Source: an optimization exercise on an open RTL-to-GDS flow (aim: small area). Production flows keep margins and buffers that such runs may drop. In this exercise RTL edits were held to simulation tests only and were not proved equivalent to the original. No activity file was given, so power comes from the tool's default toggle rates.

rev 12:
==> flow/design.v (excerpt) <==
module  top(
        input                   clk                     ,
        input                   s_rst_n                 ,
        input                   key1                    ,
        input                   key2                    ,
        input                   key3                    ,
        output  wire            led                     ,
        output  wire            rs                      ,
        output  wire            rw                      ,
        output  wire            en                      ,
        output  wire            on                      ,
        output  wire  [ 7: 0]   data
);
Size in the first run: roughly 580 cells after synthesis, about 0.0050 mm² of cells after synthesis.
Settings: LEC_CHECK=0, CAP_MARGIN=20, CORE_MARGIN=2, CORE_UTILIZATION=70, SLEW_MARGIN=20, SYNTH_HIERARCHICAL=1; clock period 20.0 ns.
standard.sh (not shown) runs the stock make flow with config.mk's settings and CLKGATE_MAP_FILE= SYNTH_SCRIPT=/design/flow/synth_recipe.tcl, a recipe that flattens the netlist after the stock synthesis.
==> flow/flow/run.sh <==
#!/bin/bash
# Layout flow: the standard synthesis, then the combinational logic
# between the registers is mapped again with area-oriented ABC scripts
# (registers, their names and cell types are kept as synthesis made them;
# each new netlist must be fully mapped and is proved equivalent to the
# standard one, register pins taken as cut points; the smallest is used),
# then the standard layout from floorplan to finish.
set -euo pipefail
R=orfs/results/sky130hd/top/base
LIB=$FLOW_HOME/platforms/sky130hd/lib/sky130_fd_sc_hd__tt_025C_1v80.lib
DONTUSE=$(sed 's/^/-dont_use /' flow/dont_use.txt | tr '\n' ' ')

# 1. standard synthesis
bash standard.sh synth > log_1_standard_synth.log 2>&1

# 2. re-map the combinational logic
cp $R/1_2_yosys.v netlist_standard.v
best=""; best_area=""
for abc in flow/abc_s*.abc; do
  s=$(basename $abc .abc)
  sed -e "s#@LIB@#$LIB#g" -e "s#@ABC@#$PWD/$abc#g" -e "s#@DONTUSE@#$DONTUSE#g" \
      -e "s#@OUT@#netlist_$s.v#g" -e "s#@STAT@#stat_$s.txt#g" flow/remap.ys > remap_$s.ys
  if ! timeout 600 yosys -l log_2_remap_$s.log -q remap_$s.ys > /dev/null 2>&1; then continue; fi
  [[ -s netlist_$s.v ]] || continue
  # fully mapped: no generic cells left
  if grep -q '\$_' stat_$s.txt; then echo "$s: not mapped" >> log_2_choice.log; continue; fi
  std_ff=$(grep -c "sky130_fd_sc_hd__d[f]" netlist_standard.v || true)
  new_ff=$(grep -c "sky130_fd_sc_hd__d[f]" netlist_$s.v || true)
  if [[ "$std_ff" != "$new_ff" ]]; then echo "$s: registers $new_ff vs $std_ff" >> log_2_choice.log; continue; fi
  sed -e "s#@LIB@#$LIB#g" -e "s#@GOLD@#netlist_standard.v#g" -e "s#@GATE@#netlist_$s.v#g" flow/check.ys > check_$s.ys
  if ! timeout 600 yosys -l log_2_check_$s.log -q check_$s.ys > /dev/null 2>&1; then echo "$s: not proved equivalent" >> log_2_choice.log; continue; fi
  grep -q "SUCCESS" log_2_check_$s.log || { echo "$s: no proof" >> log_2_choice.log; continue; }
  a=$(grep "Chip area" stat_$s.txt | awk '{print $NF}')
  echo "$s: area $a, equivalent" >> log_2_choice.log
  if [[ -z "$best" ]] || awk -v a="$a" -v b="$best_area" 'BEGIN{exit !(a<b)}'; then best=$s; best_area=$a; fi
done
if [[ -n "$best" ]]; then
  echo "using $best ($best_area)" >> log_2_choice.log
  sleep 1
  cp netlist_$best.v $R/1_2_yosys.v
  touch $R/1_2_yosys.v
else
  echo "using the standard netlist" >> log_2_choice.log
fi

# 3. standard layout on the new netlist
# flow/make_args.txt: one more make variable per line for these steps
args=()
if [[ -f flow/make_args.txt ]]; then
  while IFS= read -r line; do [[ -n "$line" ]] && args+=("$line"); done < flow/make_args.txt
fi
bash standard.sh "${args[@]}" finish > log_3_standard_finish.log 2>&1
==> flow/flow/make_args.txt <==
BUFFER_PORTS_ARGS=-buffer_cell sky130_fd_sc_hd__buf_1
CTS_ARGS=-sink_clustering_enable -repair_clock_nets -dont_use_dummy_load -buf_list sky130_fd_sc_hd__clkbuf_16 -sink_clustering_size 100 -sink_clustering_max_diameter 300 -sink_buffer_max_cap_derate 1.0
Other scripts of this flow, unchanged in this note and not shown: flow/flow/abc_s1.abc, flow/flow/abc_s2.abc, flow/flow/abc_s3.abc, flow/flow/abc_s4.abc, flow/flow/abc_s5.abc, flow/flow/check.ys, flow/flow/dont_use.txt, flow/flow/remap.ys
> inputs changed (rev 12 -> rev 13)
==> flow/flow/abc_s6.abc (new file) <==
strash
&get -n
&st
&dch -f
&nf -a -R 1000
&put
strash
&get -n
&st
&dch -f
&nf -a -R 1000
&put
strash
&get -n
&st
&dch -f
&nf -a -R 1000
&put
strash
&get -n
&st
&dch -f
&nf -a -R 1000
&put
strash
&get -n
&st
&dch -f
&nf -a -R 1000
&put
strash
&get -n
&st
&dch -f
&nf -a -R 1000
&put
strash
&get -n
&st
&dch -f
&nf -a -R 1000
&put
strash
&get -n
&st
&dch -f
&nf -a -R 1000
&put
strash
&get -n
&st
&dch -f
&nf -a -R 1000
&put
strash
&get -n
&st
&dch -f
&nf -a -R 1000
&put
==> flow/flow/abc_s7.abc (new file) <==
strash
&get -n
&st
&dch -f
&nf -a -R 1000
&put
strash
&get -n
&st
&dch -f
&nf -a -R 1000
&put
strash
&get -n
&st
&dch -f
&nf -a -R 1000
&put
strash
&get -n
&st
&dch -f
&nf -a -R 1000
&put
strash
&get -n
&st
&dch -f
&nf -a -R 1000
&put
strash
&get -n
&st
&dch -f
&nf -a -R 1000
&put
strash
&get -n
&st
&dch -f
&nf -a -R 1000
&put
strash
&get -n
&st
&dch -f
&nf -a -R 1000
&put
strash
&get -n
&st
&dch -f
&nf -a -R 1000
&put
strash
&get -n
&st
&dch -f
&nf -a -R 1000
&put
strash
&get -n
&st
&dch -f
&nf -a -R 1000
&put
strash
&get -n
&st
&dch -f
&nf -a -R 1000
&put
strash
&get -n
&st
&dch -f
&nf -a -R 1000
&put
strash
&get -n
&st
&dch -f
&nf -a -R 1000
&put
strash
&get -n
&st
&dch -f
&nf -a -R 1000
&put
==> flow/flow/abc_s8.abc (new file) <==
strash
&get -n
&st
&dch
&nf -a -R 1000
&put
strash
&get -n
&st
&dch
&nf -a -R 1000
&put
strash
&get -n
&st
&dch
&nf -a -R 1000
&put
strash
&get -n
&st
&dch
&nf -a -R 1000
&put
strash
&get -n
&st
&dch
&nf -a -R 1000
&put
strash
&get -n
&st
&dch
&nf -a -R 1000
&put
strash
&get -n
&st
&dch
&nf -a -R 1000
&put
strash
&get -n
&st
&dch
&nf -a -R 1000
&put
strash
&get -n
&st
&dch
&nf -a -R 1000
&put
strash
&get -n
&st
&dch
&nf -a -R 1000
&put
==> flow/flow/make_args.txt <==
BUFFER_PORTS_ARGS=-buffer_cell sky130_fd_sc_hd__buf_1
CTS_ARGS=-sink_clustering_enable -repair_clock_nets -dont_use_dummy_load
### Flow results
- Rev 13 reached the final stage; the timing, design-rule and antenna checks on its layout passed.
- Count of nets after finishing: rev 13 lower than rev 12
- Taking rev 12 over rev 13, the total power of the final layout ratio works out to 1.14.
- Of rev 12 and rev 13, rev 13 shows the higher sequential share of layout area, with rev 12 below it.
- Overall via count from detail_route: lower on rev 13

==> afterwards: timing with drivers on the ports <==
Ports are ideal in the flow. The routed layouts listed here were re-timed in OpenROAD. Step 1: set_driving_cell puts a clkbuf_16 on clk and a buf_2 on each other input, an assumption about the parent block. Step 2 times the ports against the registers' clock, not the clock port: input delays grow and output delays shrink by t, the midpoint of the rising clock arrivals with the driver on. Three values: ideal, step 1, step 2; two values: the first two.
run	shift t [ns]	slack for setup (ns)	clock arrival spread, ns
rev 12	0.371	13.279 / 13.243 / 13.615	0.016 / 0.017
rev 13	0.398	13.011 / 12.978 / 13.376	0.036 / 0.036
After both steps setup and hold are still met in every run listed.
